This is an optimization exercise on Yosys and OpenROAD, whose aim is small area, not a production implementation.
Where RTL was checked, it was by simulation tests only, not by an equivalence proof against the original.
Function not checked in run 5: the RTL went through the layout flow alone.
Power is estimated from default activity; no workload was simulated.

==> design.v <==
module display(
    input  logic [3:0] data,
    output logic a, b, c, d, e, f, g, dp
);
    wire cb = data[3], cd = data[2], cf = data[1], cx = data[0];
    assign b  = cb;
    assign d  = cd;
    assign f  = cf;
    assign a  = cd | !cx;
    assign c  = !(cd & !cf & cx);
    assign e  = cd & (cx | (cb & cf));
    assign g  = !((!cd & !cf) | (cb & cd & cf & cx));
    assign dp = 1'b0;
endmodule
module Display_Ctrl(
  input  logic clock,
  input  logic reset,
  input  logic [3:0] dig,    
  input  logic [3:0] pos,    
  output logic [7:0] a,
  output logic [7:0] b,
  output logic [7:0] c,
  output logic [7:0] d,
  output logic [7:0] e,
  output logic [7:0] f,
  output logic [7:0] g,
  output logic [7:0] dp
);
  logic [7:0][3:0] data;
  genvar k;
  generate
    for (k = 0; k < 8; k++) begin : disp
      display u (.data(data[k]), .a(a[k]), .b(b[k]), .c(c[k]), .d(d[k]), .e(e[k]), .f(f[k]), .g(g[k]), .dp(dp[k]));
    end
  endgenerate
  always_ff @(posedge clock) begin
    if (reset) begin
      for (int i = 0; i < 8; i++) data[i] <= 4'b1111;    
    end else if (!pos[3]) begin
      data[pos[2:0]] <= dig;
    end
  end
endmodule
module Calculadora(
    input  logic [3:0] cmd,
    input  logic       reset,
    input  logic       clock,
    output logic [3:0] dig,
    output logic [3:0] pos
);
    localparam logic [1:0] OP_ADD = 2'b10, OP_SUB = 2'b11, OP_MUL = 2'b00, OP_BAD = 2'b01;
    localparam logic [31:0] T_LO  = 32'h94967296;    
    localparam logic [31:0] T_NEG = 32'h05032704;    
    logic        err, busy, exib, set_op, flag, ovf;
    logic [1:0]  op;
    logic [3:0]  dcnt;
    logic [31:0] r1, r2, cnt, acc;
    logic [5:0]  acc_hi;
    function automatic logic [32:0] bcd_add8(input logic [31:0] a, input logic [31:0] b, input logic cin);
        logic [4:0] t [8];
        logic [8:0] c;
        logic [4:0] v;
        logic k;
        for (int i = 0; i < 8; i++) begin
            k = 1'b0;
            for (int j = 0; j < 4; j++) begin
                t[i][j] = a[4*i+j] ^ b[4*i+j] ^ k;
                k = (a[4*i+j] & b[4*i+j]) | (k & (a[4*i+j] ^ b[4*i+j]));
            end
            t[i][4] = k;
        end
        c[0] = cin;
        for (int i = 0; i < 8; i++)
            c[i+1] = t[i][4] | (t[i][3] & (t[i][2] | t[i][1])) |
                     (t[i][3] & !t[i][2] & !t[i][1] & t[i][0] & c[i]);
        for (int i = 0; i < 8; i++) begin
            v[0] = t[i][0] ^ c[i];
            k    = t[i][0] & c[i];
            v[1] = t[i][1] ^ k;
            k    = t[i][1] & k;
            v[2] = t[i][2] ^ k;
            k    = t[i][2] & k;
            v[3] = t[i][3] ^ k;
            bcd_add8[4*i +: 4] = {v[3] ^ (c[i+1] & (v[2] | v[1])), v[2] ^ (c[i+1] & !v[1]), v[1] ^ c[i+1], v[0]};
        end
        bcd_add8[32] = c[8];
    endfunction
    function automatic logic [3:0] enc(input logic [3:0] v);
        case (v)
            4'd0: enc = 4'b1111;
            4'd1: enc = 4'b1001;
            4'd2: enc = 4'b1101;
            4'd3: enc = 4'b1100;
            4'd4: enc = 4'b1011;
            4'd5: enc = 4'b0110;
            4'd6: enc = 4'b0111;
            4'd7: enc = 4'b1000;
            4'd8: enc = 4'b1110;
            default: enc = 4'b1010;
        endcase
    endfunction
    function automatic logic [31:0] cnt_dec(input logic [31:0] v);
        logic b, z;
        logic [3:0] d;
        b = 1'b1;
        for (int i = 0; i < 8; i++) begin
            d = v[4*i +: 4];
            z = (d == 4'd0);
            if (b) cnt_dec[4*i +: 4] = {d[3] ^ (!d[0] & !d[1] & !d[2]),
                                        !z & (d[2] ^ (!d[0] & !d[1])),
                                        !z & (d[1] ^ !d[0]),
                                        !d[0]};
            else   cnt_dec[4*i +: 4] = d;
            b = b & z;
        end
    endfunction
    function automatic logic [5:0] inc6(input logic [5:0] v, input logic c);
        logic k;
        k = c;
        for (int i = 0; i < 6; i++) begin
            inc6[i] = v[i] ^ k;
            k = k & v[i];
        end
    endfunction
    wire rdy    = !err && !busy;
    wire act    = rdy && !exib;
    wire is_dig = !cmd[3] || (cmd[2:1] == 2'b00);
    wire is_opr = cmd[3] && (cmd[2] ^ cmd[1]);
    wire is_eq  = (cmd == 4'd14);
    wire is_bs  = (cmd == 4'd15);
    wire recov  = err && is_bs;
    wire clr    = reset || recov;
    wire disp   = rdy && exib && !dcnt[3];
    wire fin    = rdy && exib && dcnt[3];
    wire r1z = (r1 == 32'd0);
    wire cz  = (cnt == 32'd0);             
    wire eq_go   = act && is_eq;
    wire eq_mul  = eq_go && op == OP_MUL;
    wire eq_show = eq_go && (op[1] || r1z || cz);
    wire eq_busy = eq_mul && !r1z && !cz;
    wire done    = busy && cz;
    wire [31:0] ed = set_op ? r2 : r1;
    wire big = (ed[31:28] != 4'd0);
    logic [31:0] r1_n, r2_n;
    always_comb begin
        r1_n = r1;
        r2_n = r2;
        if (clr) begin
            r1_n = 32'd0;
            r2_n = 32'd0;
        end else if (act && is_dig) begin
            if (set_op) r2_n = {r2[27:0], cmd};
            else        r1_n = {r1[27:0], cmd};
        end else if (act && is_bs) begin
            if (set_op) r2_n = {4'd0, r2[31:4]};
            else        r1_n = {4'd0, r1[31:4]};
        end
    end
    wire cpl = !busy && op[0];
    logic [31:0] a_in, sum, sumw, kc;
    logic        co1, co2;
    logic [5:0]  hi_s;
    logic        wrap, ge, sneg;
    always_comb begin
        for (int i = 0; i < 8; i++) begin
            logic [3:0] d;
            d = acc[4*i +: 4];
            a_in[4*i +: 4] = cpl ? {!(d[3] | d[2] | d[1]), d[2] ^ d[1], d[1], !d[0]} : d;
        end
        {co1, sum} = bcd_add8(a_in, r1, cpl);
        hi_s = inc6(acc_hi, co1);
        ge = (sum >= T_LO);
        wrap = busy && ((hi_s == 6'd43) || (hi_s == 6'd42 && ge));
        sneg = cpl && !co1;                           
        for (int i = 0; i < 32; i++)
            kc[i] = (wrap && T_NEG[i]) || (sneg && T_LO[i]);
        {co2, sumw} = bcd_add8(sum, kc, 1'b0);
    end
    always_ff @(posedge clock) begin
        r1 <= r1_n;
        r2 <= r2_n;
        cnt <= (busy && !reset) ? cnt_dec(cnt) : r2_n;
        if (busy) begin
            if (!cz) begin
                acc <= sumw;
                acc_hi <= wrap ? 6'd0 : hi_s;
            end
        end else begin
            acc_hi <= 6'd0;
            if (disp)               acc <= {4'd0, acc[31:4]};
            else if (eq_mul)        acc <= 32'd0;
            else if (eq_go && op[1]) acc <= sumw;
            else                    acc <= r2_n;
        end
        if (reset) begin
            acc <= 32'd0;
            acc_hi <= 6'd0;
        end
        if (reset) begin
            err <= 1'b0; busy <= 1'b0; exib <= 1'b0; set_op <= 1'b0; flag <= 1'b0;
            ovf <= 1'b0; op <= OP_ADD; dig <= enc(4'd0); pos <= 4'd0;
        end else begin
            ovf <= act && is_dig && big;
            if (recov) begin
                err <= 1'b0; exib <= 1'b0; set_op <= 1'b0; op <= OP_BAD;
                dig <= enc(4'd0); pos <= 4'd0;
            end else if (done) begin
                busy <= 1'b0;
                if (acc_hi != 6'd0) err <= 1'b1;
                else begin
                    exib <= 1'b1; dcnt <= 4'd0;
                end
            end else if (disp) begin
                dig <= enc(acc[3:0]);
                pos <= {1'b0, dcnt[2:0]};
                dcnt <= dcnt + 4'd1;
            end else if (fin) begin
                exib <= 1'b0;
            end else if (act) begin
                if (is_dig) begin
                    dig <= enc(cmd);
                    if (flag) pos <= pos + 4'd1;
                    flag <= 1'b1;
                end else if (is_opr) begin
                    op <= cmd[1:0];
                    set_op <= 1'b1;
                end else if (is_bs) begin
                    pos <= pos - 4'd1;
                end
                if (eq_show) begin
                    exib <= 1'b1; dcnt <= 4'd0;
                end
                if (eq_busy) busy <= 1'b1;
                if (eq_go && op == OP_BAD) err <= 1'b1;
            end
            if (rdy && ovf) begin
                err <= 1'b1;
                busy <= 1'b0;
            end
        end
    end
endmodule
module Calculadora_Top(
    input logic [3:0] cmd,
    input logic reset, clock,
    output logic [7:0] d0, d1, d2, d3, d4, d5, d6, d7
);
    logic [3:0] dig, pos;
    logic [7:0] a, b, c, d, e, f, g, dp;
    Calculadora calculo (.clock(clock), .reset(reset), .cmd(cmd), .dig(dig), .pos(pos));
    Display_Ctrl controlador (.clock(clock), .reset(reset), .dig(dig), .pos(pos),
        .a(a), .b(b), .c(c), .d(d), .e(e), .f(f), .g(g), .dp(dp));
    assign d0 = {a[0], b[0], c[0], d[0], e[0], f[0], g[0], dp[0]};
    assign d1 = {a[1], b[1], c[1], d[1], e[1], f[1], g[1], dp[1]};
    assign d2 = {a[2], b[2], c[2], d[2], e[2], f[2], g[2], dp[2]};
    assign d3 = {a[3], b[3], c[3], d[3], e[3], f[3], g[3], dp[3]};
    assign d4 = {a[4], b[4], c[4], d[4], e[4], f[4], g[4], dp[4]};
    assign d5 = {a[5], b[5], c[5], d[5], e[5], f[5], g[5], dp[5]};
    assign d6 = {a[6], b[6], c[6], d[6], e[6], f[6], g[6], dp[6]};
    assign d7 = {a[7], b[7], c[7], d[7], e[7], f[7], g[7], dp[7]};
endmodule
==> run.sh <==
#!/bin/bash
# synth_recipe.tcl (not shown) runs the flow's synth.tcl, then flattens the netlist and writes it again
# the make line also repeats each setting of config.mk as NAME=value (left out here)
make -C /OpenROAD-flow-scripts/flow DESIGN_CONFIG=/design/flow/config.mk WORK_HOME=/design/flow/orfs CLKGATE_MAP_FILE= SYNTH_SCRIPT=/design/flow/synth_recipe.tcl finish
==> config.mk <==
export PLATFORM = sky130hd
export DESIGN_NAME = Calculadora_Top
export DESIGN_NICKNAME = Calculadora_Top
export VERILOG_FILES = /design/flow/design.v
export SDC_FILE = /design/flow/constraint.sdc
export NUM_CORES = 4
export LEC_CHECK = 0
export CAP_MARGIN = 20
export CORE_MARGIN = 2
export CORE_UTILIZATION = 60
export CTS_BUF_LIST = sky130_fd_sc_hd__clkbuf_8
export SLEW_MARGIN = 20
==> constraint.sdc <==
create_clock -name core_clock -period 15.0 [get_ports {clock}]
set_input_delay 3.0000 -clock core_clock [delete_from_list [all_inputs] [get_ports {clock}]]
set_output_delay 3.0000 -clock core_clock [all_outputs]
set_load 0.01 [all_outputs]
==> impl_metrics.yaml, run 1 <==
routing:
  ant_nets: 0
  routedWlPerCell_microns: 18.9
  first_pass_iters: 5
  vias: 11400
  vias_per_cell: 6.16
  drcViolationCount: 0
  drt-total-wl_mm: 35.0
  drt_iter0_markers: 919
floorplan:
  die_area_sq_um: 23700
  fp.dieW_microns: 154
  die_y_microns: 154
  core_sq_um: 22000
  ios: 70
  rows: 54
  initial_core_util: 0.615
clock_tree:
  cts_root_buf: "clkbuf_8"
  clk_pin_slew_ps: 100
  htreeDepth: 4
  cts_tree: "built"
  ctsResizeCount: 0
  cts_buffers: 17
  postCtsHoldBufs: 0
  cts_sinks: 190
  clk-insertion-delay-late_ps: 490
  clk_path_buf_depth: 2
  postCtsSetupRepairBufs: 0
setup_path:
  arrival_ps: 11750
  startpoint_type: "flop"
  crit_top_cell: "ha_1"
  cp_slowest_cell: "nand2_1"
  cp.required_ps: 15350
  cp_max_fo: 31
  crit_type: "flop to flop"
  critical-path-max-stage-delay_ps: 750
  r2r_cells: 42
  crit_path_end_kind: "flop"
global_route:
  grt_remaining_overflow: 0
  track_usage: 0.298
  first_global_vias: 10700
  antenna_found_initial: 1
  grt_pass1_wl_mm: 56.6
  grt_max_degree: 74
cells_and_area:
  final_layout_size_suffix_gt1_frac: 0.0497
  area_growth_pct: 5.16
  final_net_count: 1714
  final.fill_count: 1874
run_status:
  status: "complete, no violations"
sta:
  hold_violations: 0
  tns_ps: 0
  fin_worst_skew_ps: 17.1
  fin_crit_ps: 11410
  grt_setup_unrepaired: "no"
  fmax_mhz: 87.7
  tightest_slew_ps: 1060
  fin_crit_sh: 0.760
  slew_headroom: 0.283
  slew_viol_final: 0
  setup_viol: 0
power_and_ir_drop:
  powerDensity_nw_per_um2: 134
  p_leak_nw: 6.04
  peakVddDrop_mv: 0.117
  p_total_mw: 1.90
synth:
  synth_seq_cells: 190
  ys_warn_count: 4
  ys_types: 83
  syn_area_sq_um: 13500
  synth_edf_count: 32
  syn_avg_cell_area_sq_um: 8.49
  ys.flop_type: "dfxtp_1"
  seq_area_frac_synth: 0.305
  async_reset_ff_frac: 0
  synthCells: 1590
job:
  cap_violations: 0
placement:
  port_buffers: 61
  dp_hpwl_mm: 26.8
  place_congestion: 0.923
worst_hold_path:
  min_path_type: "flop to flop"
  holdPathStages: 2
==> cell families after synthesis <==
family                     after synthesis  share of synthesized area
DFF                                    190                      0.305
muxes                                   18                     0.0134
xor gates and xnor gates                71                     0.0472
other                                    1                   0.000278
AOI/OAI and AO/OA                      395                      0.199
and+or+nand+nor                        490                      0.178
adders and majority gates              153                      0.162
buffers and inverters                  272                     0.0951
==> area by class of cell <==
class                      count  area (sq um)  share of cell area
antenna                        1          2.50            0.000176
clock buffer                  17           234              0.0165
clock inverter                15           136             0.00961
inverter                     137           514              0.0362
multi-input combinational   1135          8130               0.573
sequential                   190          4120               0.290
tap                          280           350              0.0247
timing repair buffer          74           703              0.0495
==> cell usage after synthesis, drive strengths merged, types with 7 or more instances <==
master | instances | area (sq um)
xor2 | 33 | 289
o22ai | 35 | 219
o21ai | 77 | 389
xnor2 | 38 | 348
nor2 | 186 | 708
or2 | 9 | 56.3
nor4 | 28 | 190
clkbuf | 48 | 180
and3 | 10 | 67.6
o211ai | 7 | 52.6
mux2i | 17 | 170
a31oi | 8 | 50.1
dfxtp | 158 | 3160
a211oi | 52 | 400
nand3 | 14 | 70.1
or3 | 9 | 56.3
a221o | 32 | 320
o221ai | 10 | 93.8
nor3 | 39 | 206
fa | 36 | 721
edfxtp | 32 | 961
nand3b | 17 | 140
a221oi | 12 | 105
a21oi | 89 | 453
nand2b | 17 | 106
buf | 87 | 589
inv | 136 | 510
nand2 | 107 | 407
ha | 117 | 1460
o21a | 12 | 90.1
nand4 | 13 | 81.3
o31ai | 7 | 57.6
a22oi | 22 | 165
nor2b | 18 | 113
==> per-layer routing <==
metal  vias to the layer above  GRT usage  share of wire
met5                         -          0              0
met4                         0     0.0748          0.017
met3                        40     0.0443          0.058
met2                       351      0.502           0.48
met1                      5438      0.403           0.44
li1                       5554          -              -
==> registers in the layout, indices dropped and copies added (netlist names), 2 cells and up, named ones only <==
register / cells
calculo.acc: 32
calculo.acc_hi: 6
calculo.cnt: 32
calculo.dcnt: 4
calculo.dig: 4
calculo.op: 2
calculo.pos: 4
calculo.r1: 32
calculo.r2: 32
controlador.data: 32
==> critical path, delay by kind of cell (launching register included) <==
kind | cells | cell delay [ps]
and+or+nand+nor | 9 | 2160
adders and majority gates | 11 | 3330
xor gates and xnor gates | 1 | 100
AOI/OAI and AO/OA | 17 | 3930
buffers and inverters | 4 | 1260
DFF | 1 | 490
==> where the power goes <==
group	leakage [nW]	switching, mW	internal (mW)
Clock	0.186	0.207	0.121
Combinational	4.19	0.554	0.394
Sequential	1.67	0.0588	0.562
==> per-stage QoR <==
step                      instances  setup WS, ps  cell area, sq um  utilization  hold slack (ps)
after detailed placement       1816          3790             13800        0.630              468
after global routing           1848          2820             14200        0.646              515
after global placement         1816          4100             13800        0.630              454
after CTS                      1848          3720             14200        0.646              484
final                          1849          3590             14200        0.647              485
after floorplan                1597          4660             13500            -              437
==> path summary, 6_finish.rpt <==
path                startpoint                 to  slack [ps]
max reg2reg       calculo.busy    calculo.acc[31]        3590
min          calculo.acc_hi[1]  calculo.acc_hi[1]         480
max               calculo.busy    calculo.acc[31]        3590
min reg2reg  calculo.acc_hi[1]  calculo.acc_hi[1]         480
==> cells in the final DEF (no fill, tap or decap), types with 12 or more instances in the layout <==
cell type        count
a21oi_1             87
ha_1               117
dfxtp_1            158
o22ai_1             35
nand2_1            104
xor2_1              33
a221o_1             32
nand4_1             13
fa_1                36
buf_4               13
o21ai_0             71
a22oi_1             22
a211oi_1            50
nor2b_1             18
clkbuf_8            17
a221oi_1            12
nand3b_1            16
nand2b_1            17
nor4_1              27
nor2_1             183
nor3_1              38
o21a_1              12
inv_1              136
mux2i_1             17
edfxtp_1            32
xnor2_1             36
nand3_1             14
clkdlybuf4s50_1     60
==> run 2: changes to the inputs <==
--- a/config.mk
+++ b/config.mk
@@ -9,4 +9,3 @@
 export CORE_MARGIN = 2
-export CORE_UTILIZATION = 60
-export CTS_BUF_LIST = sky130_fd_sc_hd__clkbuf_8
+export CORE_UTILIZATION = 40
 export SLEW_MARGIN = 20
==> run 2 against run 1 <==
Net effect:
- via count is 1.4% lower
- clock skew about the same
- setup slack better by 380 ps
- cell count rose by 9.1%
- sequential share of layout area decreased by 0.87 points
- worst hold slack better by 0.75 ps
- routed wire length grew 0.93%
- non-clock buffer count rose by 1
- register-to-register slack gained 380 ps
- critical path type unchanged
==> impl_metrics.yaml, run 2 <==
run_status:
  status: "complete, no violations"
floorplan:
  die_area_sq_um: 35200
  rows: 67
  initial_core_util: 0.405
  core_sq_um: 33400
  die_y_microns: 188
  fp.dieW_microns: 188
  ios: 70
global_route:
  track_usage: 0.199
  grt_max_degree: 75
  grt_pass1_wl_mm: 56.8
  first_global_vias: 10600
  grt_remaining_overflow: 0
  antenna_found_initial: 0
power_and_ir_drop:
  p_leak_nw: 6.15
  powerDensity_nw_per_um2: 139
  p_total_mw: 2.03
  peakVddDrop_mv: 0.136
setup_path:
  worstSetupStartpoint: "calculo.busy"
  r2r_start: "calculo.busy"
  crit_type: "flop to flop"
  crit_path_end_kind: "flop"
  reg2reg_slack_ps: 3980
  startpoint_type: "flop"
  arrival_ps: 11320
  crit_top_cell: "ha_1"
  critical-path-max-stage-delay_ps: 740
  cp_max_fo: 18
  cp.required_ps: 15300
  cp_slowest_cell: "nand2_1"
clock_tree:
  cts_buffers: 17
  clk-insertion-delay-late_ps: 450
  postCtsHoldBufs: 0
  clk_pin_slew_ps: 90
  postCtsSetupRepairBufs: 0
  clk_path_buf_depth: 2
  ctsResizeCount: 0
  cts_tree: "built"
  htreeDepth: 4
  cts_sinks: 190
  cts_root_buf: "clkbuf_16"
cells_and_area:
  final_layout_size_suffix_gt1_frac: 0.0510
  num_antenna_cells: 0
  design_area_sq_um: 14600
  area_growth_pct: 8.40
  final.fill_count: 3343
  final_common_cell: "nor2_1"
  final_net_count: 1715
  mostFrequentLayoutCells: "183 x nor2_1, 158 x dfxtp_1, 136 x inv_1"
sta:
  fin_crit_ps: 11020
  grt_setup_unrepaired: "no"
  setup_viol: 0
  fin_crit_sh: 0.735
  tightest_slew_ps: 1050
  slew_viol_final: 0
  tns_ps: 0
  hold_violations: 0
  fin_worst_skew_ps: 16.9
  slew_headroom: 0.299
  fmax_mhz: 90.7
worst_hold_path:
  min_path_type: "flop to flop"
  hp-start: "calculo.acc_hi[1]"
synth:
  ys_types: 83
  syn_area_sq_um: 13500
  syn_avg_cell_area_sq_um: 8.49
  ys.flop_type: "dfxtp_1"
  ys_warn_count: 4
  async_reset_ff_frac: 0
  synth_edf_count: 32
  synth_seq_cells: 190
  yosysMostFrequentCell: "nor2_1"
  netlist_top_cells_area: "dfxtp_1 23%, ha_1 11%, edfxtp_1 7.1%, fa_1 5.3%, nor2_1 5.1%"
  seq_area_frac_synth: 0.305
  synth_top_cell_by_area: "dfxtp_1"
  synthCells: 1590
  yosys.area.top_type_share: 0.234
  synthTopCellsByCount: "184 x nor2_1, 158 x dfxtp_1, 136 x inv_1"
placement:
  placedInstanceArea_sq_um: 14000
  port_buffers: 61
  place_congestion: 0.868
  dp_hpwl_mm: 26.9
routing:
  routedWlPerCell_microns: 17.5
  drcViolationCount: 0
  vias_per_cell: 5.57
  drt-total-wl_mm: 35.4
  vias: 11200
  ant_nets: 0
  first_pass_iters: 6
  drt_iter0_markers: 815
job:
  cap_violations: 0
## run 2: cell types whose count changed in the layout (fill, tap and decap cells not counted), sizes merged
cell,delta
clkinvlp,-1
diode,-1
clkbuf,+1
inv,+4
buf,+1
clkinv,-4
## run 2: report_power, final
| group | switching, mW | leakage (nW) | internal, mW |
|---|---|---|---|
| Sequential | 0.0571 | 1.67 | 0.562 |
| Combinational | 0.552 | 4.19 | 0.396 |
| Clock | 0.237 | 0.290 | 0.227 |
## run 2: worst paths after layout
check / endpoint / depth (start not counted)
worst max-delay path: calculo.acc[31] / 41
worst min register to register: calculo.acc_hi[1] / 2
worst max register to register: calculo.acc[31] / 41
worst min-delay path: calculo.acc_hi[1] / 2
## run 2: metrics by stage
step / setup WS, ps / utilization / instances / hold WS, ps
floorplan: 4660 / - / 1597 / 437
global route: 3160 / 0.439 / 2017 / 504
finish: 3980 / 0.439 / 2017 / 485
global placement: 4350 / 0.421 / 1985 / 460
CTS: 3980 / 0.439 / 2017 / 489
detailed placement: 4030 / 0.421 / 1985 / 474
## run 2: worst max-delay path, delay by kind of cell, from the launching register on
family	cells	cell delay, ps
compound gates	17	3880
xor+xnor	1	90
fa+ha+maj	11	3290
buf+inv	3	880
flops	1	590
simple gates	9	2120
## run 2: cells by family (layout without fill, tap and decap cells)
kind of cell               Yosys count  after routing  share of synthesized area
AOI/OAI and AO/OA                  395            395                      0.199
xor gates and xnor gates            71             71                     0.0472
adders and majority gates          153            153                      0.162
buffers and inverters              272            244                     0.0951
DFF                                190            190                      0.305
muxes                               18             18                     0.0134
other                                1              8                   0.000278
and+or+nand+nor                    490            490                      0.178
## run 2: final cells by class
cell class                 instances  area [sq um]  area share
clock buffer                      18           429      0.0293
tap                              448           561      0.0383
inverter                         137           514      0.0351
multi-input combinational       1135          8130       0.556
timing repair buffer              75           711      0.0486
sequential                       190          4120       0.282
clock inverter                    14           163      0.0111
## run 2: metal layers
metal	track usage	part of all wire	up-vias
li1	-	-	5552
met1	0.268	0.46	5373
met2	0.338	0.48	261
met3	0.0256	0.038	42
met4	0.0518	0.018	0
met5	0	0	-
==> run 3: changes to the inputs <==
==> flow/run.sh (new file) <==
#!/bin/bash
# Standard synthesis, then an area-oriented re-mapping of its combinational
# cells (flip-flops and full adders untouched, so the registers are exactly the
# standard synthesis's), then the standard ORFS layout steps.
set -euo pipefail
HERE=$(pwd)
LIB=$FLOW_HOME/platforms/sky130hd/lib/sky130_fd_sc_hd__tt_025C_1v80.lib
R=$HERE/orfs/results/sky130hd/Calculadora_Top/base
YOSYS=$(command -v yosys || echo /OpenROAD-flow-scripts/tools/install/yosys/bin/yosys)
PY=$(command -v python3 || command -v python)

bash standard.sh synth > synth.log 2>&1
cp $R/1_2_yosys.v $R/1_2_yosys_std.v

$YOSYS -q -p "read_liberty -ignore_miss_func $LIB; write_verilog -noattr cells_all.v" > cells.log 2>&1
$PY flow/comb_models.py cells_all.v comb_models.v > models.log 2>&1
sed -e "s#@LIB@#$LIB#g; s#@IN@#$R/1_2_yosys_std.v#; s#@OUT@#$R/1_2_yosys.v#; s#@TOP@#$FLOW_TOP#; s#@DIR@#$HERE/flow#" flow/remap.ys > remap_run.ys
$YOSYS -s remap_run.ys > remap.log 2>&1

rm -f $R/1_synth.odb $R/1_synth.sdc
bash standard.sh finish BUFFER_PORTS_ARGS="-buffer_cell sky130_fd_sc_hd__buf_1" > finish.log 2>&1
==> flow/area.abc (new file) <==
&get -n
&st
&syn2
&syn2
&dch -f
&nf -R 1000
&put
&get -n
&st
&dch -f
&nf -R 1000
&put
==> flow/comb_models.py (new file) <==
#!/usr/bin/env python3
# Keep the combinational cell models (no flip-flops, latches, full adders,
# tie cells or special cells) from a write_verilog of the liberty file.
import re, sys
t = open(sys.argv[1]).read()
out = []
for body, name in re.findall(r'(module (\S+)\(.*?endmodule)', t, re.S):
    if 'always' in body or 'reg ' in body:
        continue
    if re.search(r'__(fa|fah|conb|tap|fill|decap|diode|lpflow|probe|macro)', name):
        continue
    out.append(body)
open(sys.argv[2], 'w').write('\n'.join(out) + '\n')
print(len(out), 'combinational cell models')
==> flow/remap.ys (new file) <==
# Re-map the combinational logic of the standard synthesis for area.
# Flip-flops and full adders stay as the standard synthesis made them.
read_liberty -lib @LIB@
read_verilog -noblackbox @IN@
hierarchy -top @TOP@
techmap -map comb_models.v
techmap
opt -purge
abc -script @DIR@/area.abc -liberty @LIB@ -dont_use sky130_fd_sc_hd__probe_p_8 -dont_use sky130_fd_sc_hd__probec_p_8 -dont_use sky130_fd_sc_hd__lpflow_*
opt_clean -purge
hilomap -singleton -hicell sky130_fd_sc_hd__conb_1 HI -locell sky130_fd_sc_hd__conb_1 LO
splitnets
opt_clean -purge
tee -o remap_stat.txt stat -liberty @LIB@
write_verilog -noattr -noexpr -nohex -nodec @OUT@
==> standard.sh (new file) <==
#!/bin/bash
# synth_recipe.tcl (not shown) runs the flow's synth.tcl, then flattens the netlist and writes it again
# the make line also repeats each setting of config.mk as NAME=value (left out here)
make -C /OpenROAD-flow-scripts/flow DESIGN_CONFIG=/design/flow/config.mk WORK_HOME=/design/flow/orfs CLKGATE_MAP_FILE= SYNTH_SCRIPT=/design/flow/synth_recipe.tcl "${@:-finish}"
--- a/config.mk
+++ b/config.mk
@@ -9,3 +9,4 @@
 export CORE_MARGIN = 2
-export CORE_UTILIZATION = 40
+export CORE_UTILIZATION = 60
+export CTS_BUF_LIST = sky130_fd_sc_hd__clkbuf_8
 export SLEW_MARGIN = 20
removed: run.sh
==> run 3 against run 2 <==
Net effect:
- clock-buffer cell count shrank 1
- worst hold slack got worse by 23 ps
- combinational power fell by about 20%
- maximum frequency shrank 19%
- critical path type unchanged
- routed wire length fell by 6.5%
- first-iteration DRC count is 29% higher
- area after synthesis down 14%
- highest routed layer unchanged
- core utilization up 24 points
- die area is 42% lower
- critical endpoint is now calculo.acc[29]
- global-route usage up 12 points
- clock power shrank 26%
==> impl_metrics.yaml, run 3 <==
clock_tree:
  postCtsSetupRepairBufs: 0
  cts_tree: "built"
  htreeDepth: 4
  cts_sinks: 190
  cts_buffers: 17
  cts_root_buf: "clkbuf_8"
  clk_path_buf_depth: 2
  clk_pin_slew_ps: 100
  postCtsHoldBufs: 0
  clk-insertion-delay-late_ps: 500
setup_path:
  cp_slowest_cell: "fa_1"
  crit_top_cell: "o21ai_0"
  cp.required_ps: 15350
  crit_type: "flop to flop"
  critical-path-max-stage-delay_ps: 630
  startpoint_type: "flop"
  crit_path_end_kind: "flop"
  cp_max_fo: 17
  arrival_ps: 13990
global_route:
  track_usage: 0.322
  grt-busiest-layer: "met2"
  grt_remaining_overflow: 0
  grt_pass1_wl_mm: 52.5
  grtUsageMet1: 0.471
  antenna_found_initial: 0
  grt_use_met3: 0.0477
  first_global_vias: 10200
  grtUsageMet2: 0.496
  grt_max_degree: 61
sta:
  fin_crit_ps: 13640
  slew_viol_final: 0
  grt_setup_unrepaired: "no"
  slew_headroom: 0.311
  hold_violations: 0
  fmax_mhz: 73.3
  fin_crit_sh: 0.909
  tightest_slew_ps: 1030
  fin_worst_skew_ps: 16.2
  setup_viol: 0
  tns_ps: 0
synth:
  syn_avg_cell_area_sq_um: 7.61
  synthCells: 1531
  ys_warn_count: 4
  syn_area_sq_um: 11700
cells_and_area:
  final_layout_size_suffix_gt1_frac: 0.0363
  design_area_sq_um: 12800
  final_net_count: 1683
  final_common_cell: "nand2_1"
  num_antenna_cells: 0
  area_growth_pct: 9.95
  mostFrequentLayoutCells: "239 x nand2_1, 204 x nor2_1, 173 x a21oi_1"
  post-route-util: 0.678
worst_hold_path:
  min_path_type: "flop to flop"
power_and_ir_drop:
  powerDensity_nw_per_um2: 135
  p_total_mw: 1.73
  p_leak_nw: 4.79
  peakVddDrop_mv: 0.0753
floorplan:
  initial_core_util: 0.617
  fp.dieW_microns: 143
  ios: 70
  die_area_sq_um: 20600
  die_y_microns: 143
  core_sq_um: 18900
  rows: 50
routing:
  routedWlPerCell_microns: 17.3
  drcViolationCount: 0
  vias_per_cell: 6.05
  ant_nets: 0
  vias: 11600
  drt-total-wl_mm: 33.0
  drt_iter0_markers: 1051
  first_pass_iters: 5
placement:
  place_congestion: 0.957
  port_buffers: 61
  dp_hpwl_mm: 24.5
  placedInstanceArea_sq_um: 12400
run_status:
  status: "complete, no violations"
job:
  cap_violations: 0
run 3: changes by cell type in the layout (fill, tap and decap cells not counted), sizes merged, moves of 16 or more:
| cell | previous run | this run |
|---|---|---|
| inv | 146 | 8 |
| nand2 | 107 | 241 |
| ha | 117 | 0 |
| a21oi | 89 | 173 |
| buf | 15 | 83 |
| clkinv | 5 | 71 |
| clkdlybuf4s50 | 60 | 0 |
| o21ai | 77 | 126 |
| nor3 | 39 | 81 |
| a211oi | 52 | 11 |
| a221o | 32 | 1 |
| nor2 | 186 | 207 |
| mux2i | 17 | 1 |
run 3: cell type report:
class	count	area [sq um]
Clock buffer	17	234
Inverter	68	255
Clock inverter	14	144
Multi-Input combinational cell	1280	7330
Timing Repair Buffer	84	403
Sequential cell	190	4120
Tap cell	260	325
Fill cell	1730	6080
run 3: power breakdown:
group          total [mW]  switching [mW]  internal [mW]
clock               0.345           0.197          0.148
combinational       0.762           0.465          0.297
sequential          0.626          0.0611          0.565
run 3: worst paths after layout:
check | to | startpoint | slack, ps | cells past startpoint
worst min register to register | controlador.data[4] | controlador.data[4] | 460 | 2
worst max register to register | calculo.acc[29] | calculo.op[0] | 1360 | 56
worst min-delay path | controlador.data[4] | controlador.data[4] | 460 | 2
worst max-delay path | calculo.acc[29] | calculo.op[0] | 1360 | 56
run 3: through the flow:
step	cells	hold slack, ps	setup WS, ps
6_report	1913	463	1360
5_1_grt	1913	482	26.6
4_1_cts	1913	460	1070
3_5_place_dp	1882	447	1160
3_3_place_gp	1882	440	1900
2_1_floorplan	1538	429	1850
run 3: worst max-delay path: cells and delay by family, from the launching register on:
family,cells,cell delay [ps]
compound gates,21,4510
xor+xnor,1,150
fa+ha+maj,5,2400
buf+inv,4,910
flops,1,420
simple gates,25,5070
run 3: layer usage:
metal	share of wire	wire length (microns)
met3	0.075	2460
met5	0	0
met4	0.023	767
met2	0.44	14700
met1	0.46	15200
run 3: timing repair:
action	in CTS	in global routing
endpoints found under the hold margin	0	0
resized for setup	0	3
setup endpoints to repair	0	4
==> run 4: changes to the inputs <==
--- a/design.v
+++ b/design.v
@@ -56,3 +56,6 @@
     logic [3:0]  dcnt;
-    logic [31:0] r1, r2, cnt, acc;
+    logic [31:0] r1, r2, acc;
+    logic [3:0]  cu;                
+    logic [27:0] ch;                
+    logic        pend, pb;          
     logic [5:0]  acc_hi;
@@ -101,16 +104,6 @@
     endfunction
-    function automatic logic [31:0] cnt_dec(input logic [31:0] v);
-        logic b, z;
-        logic [3:0] d;
-        b = 1'b1;
-        for (int i = 0; i < 8; i++) begin
-            d = v[4*i +: 4];
-            z = (d == 4'd0);
-            if (b) cnt_dec[4*i +: 4] = {d[3] ^ (!d[0] & !d[1] & !d[2]),
-                                        !z & (d[2] ^ (!d[0] & !d[1])),
-                                        !z & (d[1] ^ !d[0]),
-                                        !d[0]};
-            else   cnt_dec[4*i +: 4] = d;
-            b = b & z;
-        end
+    function automatic logic [3:0] dec_d(input logic [3:0] d);
+        logic z;
+        z = (d == 4'd0);
+        dec_d = {d[3] ^ (!d[0] & !d[1] & !d[2]), !z & (d[2] ^ (!d[0] & !d[1])), !z & (d[1] ^ !d[0]), !d[0]};
     endfunction
@@ -135,3 +128,3 @@
     wire r1z = (r1 == 32'd0);
-    wire cz  = (cnt == 32'd0);             
+    wire cz  = (cu == 4'd0) && (ch == 28'd0);   
     wire eq_go   = act && is_eq;
@@ -141,2 +134,4 @@
     wire done    = busy && cz;
+    wire ph0 = (dcnt[2:0] == 3'd0);
+    wire bin = ph0 ? (pend || (cu == 4'd0)) : pb;
     wire [31:0] ed = set_op ? r2 : r1;
@@ -181,3 +176,18 @@
         r2 <= r2_n;
-        cnt <= (busy && !reset) ? cnt_dec(cnt) : r2_n;
+        if (busy && !reset) begin
+            cu <= dec_d(cu);
+            ch <= {bin ? dec_d(ch[3:0]) : ch[3:0], ch[27:4]};
+            if (ph0) begin
+                pend <= 1'b0;
+                pb <= bin && (ch[3:0] == 4'd0);
+            end else begin
+                pend <= pend || (cu == 4'd0);
+                pb <= pb && (ch[3:0] == 4'd0);
+            end
+        end else begin
+            cu <= r2_n[3:0];
+            ch <= r2_n[31:4];
+            pend <= 1'b0;
+            pb <= 1'b0;
+        end
         if (busy) begin
@@ -212,2 +222,4 @@
                 end
+            end else if (busy) begin
+                dcnt <= (dcnt[2:0] == 3'd6) ? 4'd0 : dcnt + 4'd1;
             end else if (disp) begin
@@ -232,3 +244,5 @@
                 end
-                if (eq_busy) busy <= 1'b1;
+                if (eq_busy) begin
+                    busy <= 1'b1; dcnt <= 4'd0;
+                end
                 if (eq_go && op == OP_BAD) err <= 1'b1;
==> run 4 against run 3 <==
Net effect:
- still clean
- cell count decreased by 2.1%
- maximum frequency up 0.33%
- worst hold slack lost 8.4 ps
- sequential cell count up 2
- area after synthesis shrank 1.0%
- design area decreased by 1.2%
- highest routed layer unchanged
==> impl_metrics.yaml, run 4 <==
routing:
  drt_iter0_markers: 980
  drt-total-wl_mm: 33.6
  routedWlPerCell_microns: 17.9
  drcViolationCount: 0
  vias_per_cell: 6.15
  first_pass_iters: 5
  ant_nets: 0
  vias: 11500
synth:
  ys_warn_count: 4
  synthCells: 1522
  syn_avg_cell_area_sq_um: 7.58
  syn_area_sq_um: 11500
cells_and_area:
  area_growth_pct: 9.70
  post-route-util: 0.674
  design_area_sq_um: 12700
  mostFrequentLayoutCells: "258 x nand2_1, 188 x dfxtp_1, 178 x a21oi_1"
  final_layout_size_suffix_gt1_frac: 0.0330
  final_net_count: 1667
  final_common_cell: "nand2_1"
  final.fill_count: 1670
  num_antenna_cells: 0
  stdcell_count: 1872
sta:
  fin_worst_skew_ps: 20.1
  hold_violations: 0
  fin_crit_ps: 13600
  setup_viol: 0
  whs_ps: 454
  fin_crit_sh: 0.906
  fmax_mhz: 73.6
  slew_headroom: 0.373
  grt_setup_unrepaired: "no"
  slew_viol_final: 0
  tns_ps: 0
  tightest_slew_ps: 928
  fin_ws_ps: 1400
setup_path:
  crit_buf_inv: 3
  startpoint_type: "flop"
  reg2reg_slack_ps: 1400
  cp_slowest_cell: "fa_1"
  crit_path_end_kind: "flop"
  cp_max_fo: 19
  critical-path-max-stage-delay_ps: 580
  crit_family: "simple AND/OR/NAND/NOR gates"
  crit_type: "flop to flop"
  arrival_ps: 13950
  r2r_end: "calculo.acc[29]"
  cp.required_ps: 15360
  r2r_cells: 50
  r2r_start: "calculo.busy"
global_route:
  antenna_found_initial: 0
  first_global_vias: 10200
  track_usage: 0.334
  grt_pass1_wl_mm: 53.8
  grt_remaining_overflow: 0
  grt_max_degree: 62
clock_tree:
  htreeDepth: 4
  cts_tree: "built"
  cts_root_buf: "clkbuf_8"
  cts_sinks: 192
  postCtsSetupRepairBufs: 0
  clk_pin_slew_ps: 120
  cts_buffers: 17
  clk-insertion-delay-late_ps: 490
  clk_path_buf_depth: 2
power_and_ir_drop:
  powerDensity_nw_per_um2: 137
  p_total_mw: 1.73
  p_leak_nw: 4.69
  peakVddDrop_mv: 0.0912
placement:
  place_ws_ps: 1620
  dpl.cell_count: 1840
  dp_hpwl_mm: 25.2
  port_buffers: 61
  placedInstanceArea_sq_um: 12200
  place_congestion: 0.957
floorplan:
  fp.dieW_microns: 143
  core_sq_um: 18800
  die_y_microns: 143
  ios: 70
  initial_core_util: 0.615
  die_area_sq_um: 20400
  rows: 50
worst_hold_path:
  hold_end: "calculo.ch[10]"
  holdPathStages: 2
  hp-start: "calculo.ch[14]"
  min_path_type: "flop to flop"
job:
  cap_violations: 0
run_status:
  status: "complete, no violations"
[run 4: cell types whose count changed in the layout (fill, tap and decap cells not counted), moves of 20 or more]
| cell | before | now |
|---|---|---|
| nor4_1 | 18 | 38 |
| o22ai_1 | 45 | 20 |
| edfxtp_1 | 32 | 4 |
| nor2_1 | 204 | 170 |
| dfxtp_1 | 158 | 188 |
| nor3_1 | 81 | 36 |
[run 4: worst max-delay path by stage]
stage,from,endpoint,slack (ps),depth (start not counted)
5_1_grt,calculo.busy,calculo.acc[30],30,48
3_5_place_dp,calculo.busy,calculo.acc[29],1620,49
6_report,calculo.busy,calculo.acc[29],1400,50
3_3_place_gp,calculo.busy,calculo.acc[29],2250,49
2_1_floorplan,calculo.busy,calculo.acc[30],2330,53
4_1_cts,calculo.busy,calculo.acc[29],1510,49
[run 4: cell type report]
type / instances / area, sq um / area share
clock buffer: 17 / 234 / 0.0185
clock inverter: 15 / 198 / 0.0156
inverter: 74 / 278 / 0.0219
tap: 234 / 293 / 0.0231
timing repair buffer: 77 / 350 / 0.0277
sequential: 192 / 3880 / 0.307
multi-input combinational: 1263 / 7420 / 0.586
[run 4: per-layer routing]
| layer | track usage | part of all wire | vias up | wire length, microns |
|---|---|---|---|---|
| li1 | - | - | 5622 | - |
| met5 | 0 | 0 | - | 0 |
| met4 | 0.113 | 0.029 | 0 | 968 |
| met1 | 0.485 | 0.45 | 5354 | 15100 |
| met3 | 0.0433 | 0.075 | 56 | 2500 |
| met2 | 0.514 | 0.45 | 480 | 15000 |
[run 4: timing repair]
action                     CTS  global route
resized for setup            0             1
setup endpoints to repair    0             1
hold buffers                 0             0
[run 4: power by group]
part	internal [mW]	switching (mW)	leakage, nW
sequential	0.560	0.0631	1.57
clock	0.134	0.230	0.216
combinational	0.273	0.473	2.90
[run 4: worst min-delay path, delay by kind of cell (launching register included)]
kind / cells / cell delay [ps]
simple gates: 2 / 90
flops: 1 / 330
==> run 5: changes to the inputs <==
--- a/design.v
+++ b/design.v
@@ -109,2 +109,9 @@
     endfunction
+    function automatic logic [31:0] nines(input logic [31:0] v);
+        for (int i = 0; i < 8; i++) begin
+            logic [3:0] d;
+            d = v[4*i +: 4];
+            nines[4*i +: 4] = {!(d[3] | d[2] | d[1]), d[2] ^ d[1], d[1], !d[0]};
+        end
+    endfunction
     function automatic logic [5:0] inc6(input logic [5:0] v, input logic c);
@@ -138,2 +145,9 @@
     wire big = (ed[31:28] != 4'd0);
+    logic [1:0] op_n;
+    always_comb begin
+        op_n = op;
+        if (reset)                    op_n = OP_ADD;
+        else if (recov)               op_n = OP_BAD;
+        else if (act && is_opr)       op_n = cmd[1:0];
+    end
     logic [31:0] r1_n, r2_n;
@@ -154,3 +168,3 @@
     wire cpl = !busy && op[0];
-    logic [31:0] a_in, sum, sumw, kc;
+    logic [31:0] sum, sumw, kc;
     logic        co1, co2;
@@ -159,8 +173,3 @@
     always_comb begin
-        for (int i = 0; i < 8; i++) begin
-            logic [3:0] d;
-            d = acc[4*i +: 4];
-            a_in[4*i +: 4] = cpl ? {!(d[3] | d[2] | d[1]), d[2] ^ d[1], d[1], !d[0]} : d;
-        end
-        {co1, sum} = bcd_add8(a_in, r1, cpl);
+        {co1, sum} = bcd_add8(acc, r1, cpl);
         hi_s = inc6(acc_hi, co1);
@@ -202,3 +211,3 @@
             else if (eq_go && op[1]) acc <= sumw;
-            else                    acc <= r2_n;
+            else                    acc <= op_n[0] ? nines(r2_n) : r2_n;
         end
--- a/flow/run.sh
+++ b/flow/run.sh
@@ -3,3 +3,4 @@
 # cells (flip-flops and full adders untouched, so the registers are exactly the
-# standard synthesis's), then the standard ORFS layout steps.
+# standard synthesis's), proven equal to the standard netlist, then the
+# standard ORFS layout steps. Every tool's output goes to a log file here.
 set -euo pipefail
@@ -9,2 +10,3 @@
 YOSYS=$(command -v yosys || echo /OpenROAD-flow-scripts/tools/install/yosys/bin/yosys)
+STA=$(command -v sta || echo /OpenROAD-flow-scripts/tools/install/OpenROAD/bin/sta)
 PY=$(command -v python3 || command -v python)
@@ -16,4 +18,27 @@
 $PY flow/comb_models.py cells_all.v comb_models.v > models.log 2>&1
-sed -e "s#@LIB@#$LIB#g; s#@IN@#$R/1_2_yosys_std.v#; s#@OUT@#$R/1_2_yosys.v#; s#@TOP@#$FLOW_TOP#; s#@DIR@#$HERE/flow#" flow/remap.ys > remap_run.ys
-$YOSYS -s remap_run.ys > remap.log 2>&1
+
+# candidates: a plain area script and deep synthesis with a few seeds
+remap() {  # name abc-script
+  sed -e "s#@SEED@#${3:-1}#" $2 > abc_$1.script
+  sed -e "s#@LIB@#$LIB#g; s#@IN@#$R/1_2_yosys_std.v#; s#@OUT@#net_$1.v#; s#@TOP@#$FLOW_TOP#; s#@ABC@#$HERE/abc_$1.script#; s#@STAT@#stat_$1.txt#" flow/remap.ys > remap_$1.ys
+  $YOSYS -s remap_$1.ys > remap_$1.log 2>&1 || return 0
+  sed -e "s#@STD@#$R/1_2_yosys_std.v#; s#@NEW@#net_$1.v#; s#@TOP@#$FLOW_TOP#" flow/equiv.ys > equiv_$1.ys
+  if $YOSYS -s equiv_$1.ys > equiv_$1.log 2>&1; then
+    sed -e "s#@LIB@#$LIB#; s#@NET@#net_$1.v#; s#@TOP@#$FLOW_TOP#; s#@SDC@#$FLOW_SDC#" flow/sta.tcl > sta_$1.tcl
+    $STA -no_init -exit sta_$1.tcl > sta_$1.log 2>&1 || true
+    echo "$1 $(awk "/Chip area/{print \$NF}" stat_$1.txt) $(awk "/worst slack/{print \$NF}" sta_$1.log)" >> candidates.txt
+  fi
+}
+: > candidates.txt
+remap std flow/area_std.abc &
+remap d7 flow/area_deep.abc 7 &
+remap d1 flow/area_deep.abc 1 &
+remap d13 flow/area_deep.abc 13 &
+wait
+# smallest area among proven candidates with unplaced slack >= -0.6 ns, else the
+# plain script's, else the standard netlist
+BEST=$(awk '$3 != "" && $3 >= -0.6 {print $2, $1}' candidates.txt | sort -n | head -1 | awk '{print $2}')
+[ -z "$BEST" ] && BEST=$(awk '$1 == "std" {print $1}' candidates.txt)
+echo "chosen: ${BEST:-standard}" >> candidates.txt
+if [ -n "$BEST" ]; then cp net_$BEST.v $R/1_2_yosys.v; fi
 
==> flow/area_deep.abc (new file) <==
&get -n
&st
&deepsyn -T 60 -S @SEED@
&dch -f
&nf -R 1000
&put
&get -n
&st
&dch -f
&nf -R 1000
&put
==> flow/area_std.abc (new file) <==
&get -n
&st
&syn2
&syn2
&dch -f
&nf -R 1000
&put
&get -n
&st
&dch -f
&nf -R 1000
&put
==> flow/equiv.ys (new file) <==
# Prove the re-mapped netlist equal to the standard synthesis (same registers).
read_verilog cells_all.v
read_verilog -noblackbox @STD@
rename @TOP@ std_top
read_verilog -noblackbox @NEW@
rename @TOP@ new_top
hierarchy -check
flatten std_top new_top
proc
opt_clean
equiv_make std_top new_top eq
hierarchy -top eq
equiv_simple -seq 2
equiv_status -assert
==> flow/remap.ys (replaced) <==
# Re-map the combinational logic of the standard synthesis for area.
# Flip-flops and full adders stay exactly as the standard synthesis made them.
read_liberty -lib @LIB@
read_verilog -noblackbox @IN@
hierarchy -top @TOP@
techmap -map comb_models.v
techmap
opt -purge
abc -script @ABC@ -liberty @LIB@ -dont_use sky130_fd_sc_hd__probe_p_8 -dont_use sky130_fd_sc_hd__probec_p_8 -dont_use sky130_fd_sc_hd__lpflow_*
opt_clean -purge
hilomap -singleton -hicell sky130_fd_sc_hd__conb_1 HI -locell sky130_fd_sc_hd__conb_1 LO
splitnets
opt_clean -purge
tee -o @STAT@ stat -liberty @LIB@
write_verilog -noattr -noexpr -nohex -nodec @OUT@
==> flow/sta.tcl (new file) <==
read_liberty @LIB@
read_verilog @NET@
link_design @TOP@
read_sdc @SDC@
report_worst_slack -max
--- a/config.mk
+++ b/config.mk
@@ -11,2 +11,3 @@
 export CTS_BUF_LIST = sky130_fd_sc_hd__clkbuf_8
+export CTS_CLUSTER_SIZE = 12
 export SLEW_MARGIN = 20
removed: flow/area.abc
==> run 5 against run 4 <==
Net effect:
- worst hold slack gained 24 ps
- sequential power is 8.2% lower
- area after synthesis down 8.9%
- first-iteration DRC count down 1.1%
- clock-buffer cell count up 1
- core utilization is 1.0 points higher
- maximum frequency shrank 0.25%
- critical endpoint is now calculo.acc[31]
- register-to-register slack worse by 30 ps
- combinational power decreased by 66%
- total power fell by 30%
- routed wire length is 8.1% lower
- largest power group is now sequential cells
- sequential share of layout area is 2.2 points higher
==> impl_metrics.yaml, run 5 <==
run_status:
  status: "complete, no violations"
floorplan:
  fp.dieW_microns: 136
  core_sq_um: 17200
  die_y_microns: 136
  die_area_sq_um: 18600
  initial_core_util: 0.610
  rows: 48
  ios: 70
placement:
  place_ws_ps: -214
  place_congestion: 0.925
  port_buffers: 61
  dp_hpwl_mm: 23.3
clock_tree:
  postCtsHoldBufs: 0
  clk-insertion-delay-late_ps: 480
  cts_buffers: 17
  clk_pin_slew_ps: 100
  clk_path_buf_depth: 2
  htreeDepth: 4
  cts_tree: "built"
  cts_sinks: 192
  cts_root_buf: "clkbuf_8"
sta:
  fin_ws_ps: 1370
  tightest_slew_ps: 1040
  fin_crit_sh: 0.909
  slew_viol_final: 0
  fin_crit_ps: 13630
  hold_violations: 0
  whs_ps: 479
  slew_headroom: 0.304
  fin_worst_skew_ps: 22.4
  setup_viol: 0
  fmax_mhz: 73.4
cells_and_area:
  num_antenna_cells: 0
  mostFrequentLayoutCells: "220 x nor2_1, 188 x dfxtp_1, 123 x nand2_1"
  final_layout_size_suffix_gt1_frac: 0.0525
  final_net_count: 1476
  area_growth_pct: 12.2
  final_common_cell: "nor2_1"
  final.fill_count: 1517
synth:
  syn_avg_cell_area_sq_um: 7.96
  synthCells: 1321
  ys_warn_count: 4
  syn_area_sq_um: 10500
power_and_ir_drop:
  powerDensity_nw_per_um2: 103
  p_leak_nw: 4.36
  p_total_mw: 1.22
  peakVddDrop_mv: 0.0619
setup_path:
  arrival_ps: 13990
  cp_slowest_cell: "fa_1"
  crit_type: "flop to flop"
  crit_path_end_kind: "flop"
  cp_max_fo: 6
  cp.required_ps: 15360
  startpoint_type: "flop"
  critical-path-max-stage-delay_ps: 560
global_route:
  grt_remaining_overflow: 0
  grt_pass1_wl_mm: 48.2
  first_global_vias: 9084
  antenna_found_initial: 0
  grt_max_degree: 45
  track_usage: 0.337
routing:
  vias: 10300
  first_pass_iters: 6
  vias_per_cell: 6.17
  drt-total-wl_mm: 30.9
  drcViolationCount: 0
  ant_nets: 0
  drt_iter0_markers: 969
  routedWlPerCell_microns: 18.5
worst_hold_path:
  min_path_type: "flop to flop"
job:
  cap_violations: 0
-- run 5: final timing paths --
check                              startpoint  cells after the start  slack, ps         endpoint
worst max-delay path            calculo.r1[0]                     75       1370  calculo.acc[31]
worst min-delay path                     flop                      2        480   calculo.dig[0]
worst max register to register  calculo.r1[0]                     75       1370  calculo.acc[31]
worst min register to register           flop                      2        480   calculo.dig[0]
-- run 5: timing repair --
item                                    CTS  global route
endpoints found under the setup margin    3             9
setup buffers                             0             3
pin swaps                                 0             4
resized for setup                         3            21
-- run 5: cell type report --
class	count	area, sq um	share of cell area
multi-input cells	1046	6400	0.542
flip-flops and latches	192	3880	0.329
repair buffers	87	425	0.0361
inverters	90	338	0.0286
well taps	225	282	0.0239
clock buffers	18	248	0.0210
clock inverters	14	223	0.0189
-- run 5: per-stage QoR --
stage / TNS, ps / std cells / cell area (sq um) / util
after detailed placement: -513 / 1637 / 11200 / 0.652
after global routing: -6.38 / 1672 / 11800 / 0.684
after global placement: 0 / 1637 / 11200 / 0.652
after CTS: 0 / 1669 / 11700 / 0.680
final: 0 / 1672 / 11800 / 0.684
after floorplan: 0 / 1328 / 10500 / -
-- run 5: power breakdown --
part	switching [mW]	internal [mW]	total [mW]
Sequential	0.0315	0.540	0.572
Combinational	0.162	0.0946	0.257
Clock	0.208	0.178	0.387
-- run 5: per-layer routing --
layer	track usage	routed length, microns	vias to the layer above
met5	0	0	-
met4	0.137	1010	0
met3	0.0589	2300	64
met2	0.524	14000	442
met1	0.464	13600	4829
li1	-	-	4986
-- run 5: worst max-delay path, delay by kind of cell (launching register included) --
kind | cells | cell delay, ps
compound gates | 26 | 4370
xor+xnor | 2 | 320
fa+ha+maj | 4 | 1660
buf+inv | 4 | 360
flops | 1 | 370
mux | 1 | 340
simple gates | 38 | 6060
==> run 6: changes to the inputs <==
--- a/design.v
+++ b/design.v
@@ -109,9 +109,2 @@
     endfunction
-    function automatic logic [31:0] nines(input logic [31:0] v);
-        for (int i = 0; i < 8; i++) begin
-            logic [3:0] d;
-            d = v[4*i +: 4];
-            nines[4*i +: 4] = {!(d[3] | d[2] | d[1]), d[2] ^ d[1], d[1], !d[0]};
-        end
-    endfunction
     function automatic logic [5:0] inc6(input logic [5:0] v, input logic c);
@@ -145,9 +138,2 @@
     wire big = (ed[31:28] != 4'd0);
-    logic [1:0] op_n;
-    always_comb begin
-        op_n = op;
-        if (reset)                    op_n = OP_ADD;
-        else if (recov)               op_n = OP_BAD;
-        else if (act && is_opr)       op_n = cmd[1:0];
-    end
     logic [31:0] r1_n, r2_n;
@@ -168,3 +154,3 @@
     wire cpl = !busy && op[0];
-    logic [31:0] sum, sumw, kc;
+    logic [31:0] a_in, sum, sumw, kc;
     logic        co1, co2;
@@ -173,3 +159,8 @@
     always_comb begin
-        {co1, sum} = bcd_add8(acc, r1, cpl);
+        for (int i = 0; i < 8; i++) begin
+            logic [3:0] d;
+            d = acc[4*i +: 4];
+            a_in[4*i +: 4] = cpl ? {!(d[3] | d[2] | d[1]), d[2] ^ d[1], d[1], !d[0]} : d;
+        end
+        {co1, sum} = bcd_add8(a_in, r1, cpl);
         hi_s = inc6(acc_hi, co1);
@@ -211,3 +202,3 @@
             else if (eq_go && op[1]) acc <= sumw;
-            else                    acc <= op_n[0] ? nines(r2_n) : r2_n;
+            else                    acc <= r2_n;
         end
==> run 6 against run 5 <==
Net effect:
- core utilization is 0.73 points lower
- routed wire length decreased by 2.0%
- setup slack got worse by 160 ps
- clock skew shrank 9.8 ps
- total power down 2.8%
- sequential share of layout area up 0.47 points
- design area is 1.4% lower
- first-iteration DRC count rose by 21%
- die area shrank 0.37%
- synthesized cell count down 2.3%
- sequential power fell by 2%
- largest cell class unchanged
- highest routed layer unchanged
==> impl_metrics.yaml, run 6 <==
run_status:
  status: "complete, no violations"
floorplan:
  ios: 70
  initial_core_util: 0.610
  fp.dieW_microns: 136
  die_area_sq_um: 18500
  core_sq_um: 17200
  rows: 48
  die_y_microns: 136
setup_path:
  cp.required_ps: 15370
  r2r_start: "calculo.op[0]"
  crit_path_end_kind: "flop"
  cp_slowest_cell: "fa_1"
  crit_top_cell: "nor2_1"
  reg2reg_slack_ps: 1210
  startpoint_type: "flop"
  r2r_end: "calculo.acc[31]"
  crit_type: "flop to flop"
  r2r_cells: 76
  critical-path-max-stage-delay_ps: 560
  arrival_ps: 14160
  cp_max_fo: 10
sta:
  whs_ps: 464
  slew_headroom: 0.318
  fmax_mhz: 72.5
  tightest_slew_ps: 1020
  fin_worst_skew_ps: 12.5
  fin_crit_sh: 0.919
  hold_violations: 0
  slew_viol_final: 0
  fin_crit_ps: 13790
  setup_viol: 0
cells_and_area:
  design_area_sq_um: 11600
  final_layout_size_suffix_gt1_frac: 0.0460
  area_growth_pct: 11.1
  final_common_cell: "dfxtp_1"
  num_antenna_cells: 0
  mostFrequentLayoutCells: "188 x dfxtp_1, 155 x nor2_1, 119 x nand2_1"
  final_net_count: 1441
synth:
  syn_area_sq_um: 10500
  syn_avg_cell_area_sq_um: 8.11
  synthCells: 1291
  ys_warn_count: 4
routing:
  ant_nets: 0
  met1_length_mm: 13.3
  first_pass_iters: 8
  dr_wl_met2_mm: 13.7
  top_layer_used: "met4"
  drt-total-wl_mm: 30.3
  routedWlPerCell_microns: 18.5
  wl_met3_mm: 2.49
  drcViolationCount: 0
  vias_per_cell: 6.16
  drt_iter0_markers: 1175
  vias: 10100
clock_tree:
  htreeDepth: 4
  clk-insertion-delay-late_ps: 480
  postCtsSetupRepairBufs: 0
  cts_sinks: 192
  postCtsHoldBufs: 0
  cts_buffers: 17
  cts_root_buf: "clkbuf_8"
  clk_pin_slew_ps: 110
  clk_path_buf_depth: 2
  cts_tree: "built"
placement:
  port_buffers: 61
  place_congestion: 0.952
  placedInstanceArea_sq_um: 11200
  dp_hpwl_mm: 23.1
worst_hold_path:
  hp-start: "calculo.ch[25]"
  holdPathStages: 2
  min_path_type: "flop to flop"
  hold_end: "calculo.ch[21]"
power_and_ir_drop:
  peakVddDrop_mv: 0.0574
  powerDensity_nw_per_um2: 102
  p_leak_nw: 4.15
  p_total_mw: 1.18
job:
  cap_violations: 0
global_route:
  antenna_found_initial: 0
  grt_pass1_wl_mm: 47.2
  grt_remaining_overflow: 0
  first_global_vias: 8775
  track_usage: 0.331
  grt_max_degree: 34
==> run 6: routing by layer <==
layer  up-vias  global-route usage
li1       4857                   -
met1      4752               0.468
met2       425               0.520
met3        57              0.0556
met4         0               0.100
met5         -                   0
==> run 6: per-stage QoR <==
step           setup WS, ps   util  setup TNS, ps  cells
5_1_grt               -39.0  0.677          -39.0   1637
3_3_place_gp           1080  0.651              0   1605
2_1_floorplan           173      -              0   1298
4_1_cts                 364  0.675              0   1637
3_5_place_dp            458  0.651              0   1605
6_report               1210  0.677              0   1637
==> run 6: how the worst max path moves through the flow <==
| stage | from | to | cells past startpoint |
|---|---|---|---|
| 6_report | calculo.op[0] | calculo.acc[31] | 76 |
| 2_1_floorplan | calculo.busy | calculo.acc[31] | 73 |
| 3_3_place_gp | calculo.op[0] | calculo.acc[31] | 76 |
| 5_1_grt | calculo.op[0] | calculo.acc[31] | 76 |
| 3_5_place_dp | calculo.op[0] | calculo.acc[31] | 76 |
| 4_1_cts | calculo.op[0] | calculo.acc[31] | 76 |
==> run 6: repair_timing <==
| item | 4_1_cts | 5_1_grt |
|---|---|---|
| endpoints found under the setup margin | 0 | 11 |
| gates resized for setup | 0 | 16 |
| hold endpoints to repair | 0 | 0 |
==> run 6: cell type report <==
cell class / instances / area [sq um]
clock inverters: 15 / 176
inverters: 107 / 402
well taps: 225 / 282
fillers: 1539 / 5550
multi-input cells: 999 / 6270
flip-flops and latches: 192 / 3880
clock buffers: 17 / 234
repair buffers: 82 / 387
==> run 6: critical path, delay by kind of cell, from the launching register on <==
family          cells  cell delay [ps]
buf+inv             4              650
fa+ha+maj           4             1910
compound gates     25             4480
flops               1              410
mux                 1              290
simple gates       41             5740
xor+xnor            1              210
==> run 6: power breakdown <==
group | switching (mW) | internal (mW)
Combinational | 0.170 | 0.0984
Sequential | 0.0275 | 0.536
Clock | 0.209 | 0.141
Total | 0.406 | 0.775
==> run 7: changes to the inputs <==
--- a/flow/run.sh
+++ b/flow/run.sh
@@ -45,2 +45,6 @@
 rm -f $R/1_synth.odb $R/1_synth.sdc
-bash standard.sh finish BUFFER_PORTS_ARGS="-buffer_cell sky130_fd_sc_hd__buf_1" > finish.log 2>&1
+# port buffers: the smallest buffer; clock tree: clkbuf_16 clusters of at most
+# 24 sinks, without CTS's dummy balancing loads
+bash standard.sh finish BUFFER_PORTS_ARGS="-buffer_cell sky130_fd_sc_hd__buf_1" \
+  "CTS_ARGS=-sink_clustering_enable -repair_clock_nets -dont_use_dummy_load -buf_list sky130_fd_sc_hd__clkbuf_16 -sink_clustering_size 24" \
+  > finish.log 2>&1
==> run 7 against run 6 <==
Net effect:
- largest cell class unchanged
- worst hold slack worse by 19 ps
- via count hardly changed
- core utilization is 0.087 points higher
- still clean
- critical path depth stayed put
==> impl_metrics.yaml, run 7 <==
setup_path:
  startpoint_type: "flop"
  r2r_cells: 76
  crit_path_end_kind: "flop"
  cp_max_fo: 10
  arrival_ps: 14110
  crit_type: "flop to flop"
  cp_slowest_cell: "fa_1"
  cp.required_ps: 15310
  critical-path-max-stage-delay_ps: 570
  crit_top_cell: "nor2_1"
cells_and_area:
  final_common_cell: "dfxtp_1"
  final_layout_size_suffix_gt1_frac: 0.0358
  final.fill_count: 1546
  post-route-util: 0.678
  regArea_sq_um: 3880
  stdcell_count: 1622
  area_growth_pct: 11.2
  mostFrequentLayoutCells: "188 x dfxtp_1, 155 x nor2_1, 119 x nand2_1"
  num_antenna_cells: 0
  multi_input_area_sq_um: 6270
  design_area_sq_um: 11600
  final_net_count: 1441
synth:
  syn_avg_cell_area_sq_um: 8.11
  syn_area_sq_um: 10500
  synthCells: 1291
  ys_warn_count: 4
sta:
  tightest_slew_ps: 1040
  fin_crit_sh: 0.920
  fmax_mhz: 72.5
  fin_crit_ps: 13800
  slew_viol_final: 0
  fin_worst_skew_ps: 22.7
  hold_violations: 0
  slew_headroom: 0.302
  setup_viol: 0
  fin_ws_ps: 1200
worst_hold_path:
  min_path_type: "flop to flop"
  holdPathStages: 2
clock_tree:
  postCtsHoldBufs: 0
  clk_path_buf_depth: 2
  clk-insertion-delay-late_ps: 440
  clk_pin_slew_ps: 80
  ctsResizeCount: 0
  cts_buffers: 17
  postCtsSetupRepairBufs: 0
  htreeDepth: 4
  cts_sinks: 192
  cts_root_buf: "clkbuf_16"
  cts_tree: "built"
global_route:
  grt_max_degree: 34
  first_global_vias: 8785
  grt_remaining_overflow: 0
  grt_pass1_wl_mm: 47.3
  track_usage: 0.332
  antenna_found_initial: 0
placement:
  place_congestion: 0.952
  dp_hpwl_mm: 23.1
  place_ws_ps: 458
  dpl.cell_count: 1605
  placedInstanceArea_sq_um: 11200
  port_buffers: 61
floorplan:
  die_y_microns: 136
  die_area_sq_um: 18500
  core_sq_um: 17200
  initial_core_util: 0.610
  fp.dieW_microns: 136
  ios: 70
  rows: 48
run_status:
  status: "complete, no violations"
routing:
  first_pass_iters: 7
  vias_per_cell: 6.22
  drt-total-wl_mm: 30.3
  ant_nets: 0
  vias: 10100
  drt_iter0_markers: 1180
  drcViolationCount: 0
  routedWlPerCell_microns: 18.7
power_and_ir_drop:
  peakVddDrop_mv: 0.0840
  p_leak_nw: 4.15
  powerDensity_nw_per_um2: 103
job:
  cap_violations: 0
==> run 7: routing by layer <==
layer	GRT usage	wire, microns
met5	0	0
met4	0.0984	632
met3	0.0615	2530
met2	0.524	13900
met1	0.465	13200
==> run 7: cell type report <==
| cell class | instances | area share |
|---|---|---|
| Clock buffer | 17 | 0.0365 |
| Timing Repair Buffer | 82 | 0.0332 |
| Sequential cell | 192 | 0.334 |
| Tap cell | 225 | 0.0242 |
| Multi-Input combinational cell | 999 | 0.538 |
| Inverter | 107 | 0.0345 |
==> run 7: worst paths after layout <==
| check | endpoint | from | slack (ps) |
|---|---|---|---|
| worst max register to register | calculo.acc[31] | calculo.op[0] | 1200 |
| worst min-delay path | calculo.ch[21] | calculo.ch[25] | 440 |
| worst max-delay path | calculo.acc[31] | calculo.op[0] | 1200 |
| worst min register to register | calculo.ch[21] | calculo.ch[25] | 440 |
==> run 7: metrics by stage <==
step                      TNS, ps  hold WS, ps  power (mW)
after floorplan                 0          420       0.761
after global placement          0          436       0.829
after detailed placement        0          443       0.832
after CTS                       0          445        1.20
after global routing        -30.5          487        1.26
final                           0          444        1.20
==> run 7: worst max-delay path: cells and delay by family (launching register included) <==
family,cells,cell delay (ps)
AO/OA/AOI/OAI,25,4490
XOR/XNOR,1,210
adder cells (fa/ha/maj),4,1920
buffers and inverters,4,650
flip-flops,1,390
multiplexers,1,290
AND/OR/NAND/NOR,41,5730
==> run 7: power breakdown <==
part           switching (mW)  internal [mW]  leakage [nW]
sequential             0.0273          0.536          1.57
clock                   0.174          0.197         0.209
combinational           0.170         0.0984          2.37
total                   0.372          0.832          4.15

-- afterwards: timing with drivers on the ports --
Ports are ideal in the flow. The routed layouts listed here were re-timed in OpenROAD.
Step 1 sets driving cells, clkbuf_16 on the clock port and buf_2 on the other inputs (assumed; they add their load-dependent delay and slew).
Step 2 also shifts input and output timing later by t, the mid clock arrival at the registers, as if the neighbouring blocks saw the same clock.
Slacks: no drivers / after step 1 / after step 2; pairs: no drivers / after step 1.
run	shift t [ns]	setup slack, ns	latest minus earliest clock arrival (ns)
run 1	0.528	3.594 / 3.594 / 3.594	0.017 / 0.017
run 2	0.489	3.978 / 3.978 / 3.978	0.017 / 0.017
run 3	0.534	1.361 / 1.361 / 1.361	0.016 / 0.016
run 4	0.525	1.405 / 1.405 / 1.405	0.020 / 0.020
run 5	0.518	1.370 / 1.370 / 1.370	0.023 / 0.022
run 6	0.511	1.215 / 1.215 / 1.215	0.014 / 0.014
run 7	0.476	1.201 / 1.201 / 1.201	0.024 / 0.023
After both steps setup and hold are still met in every run listed.
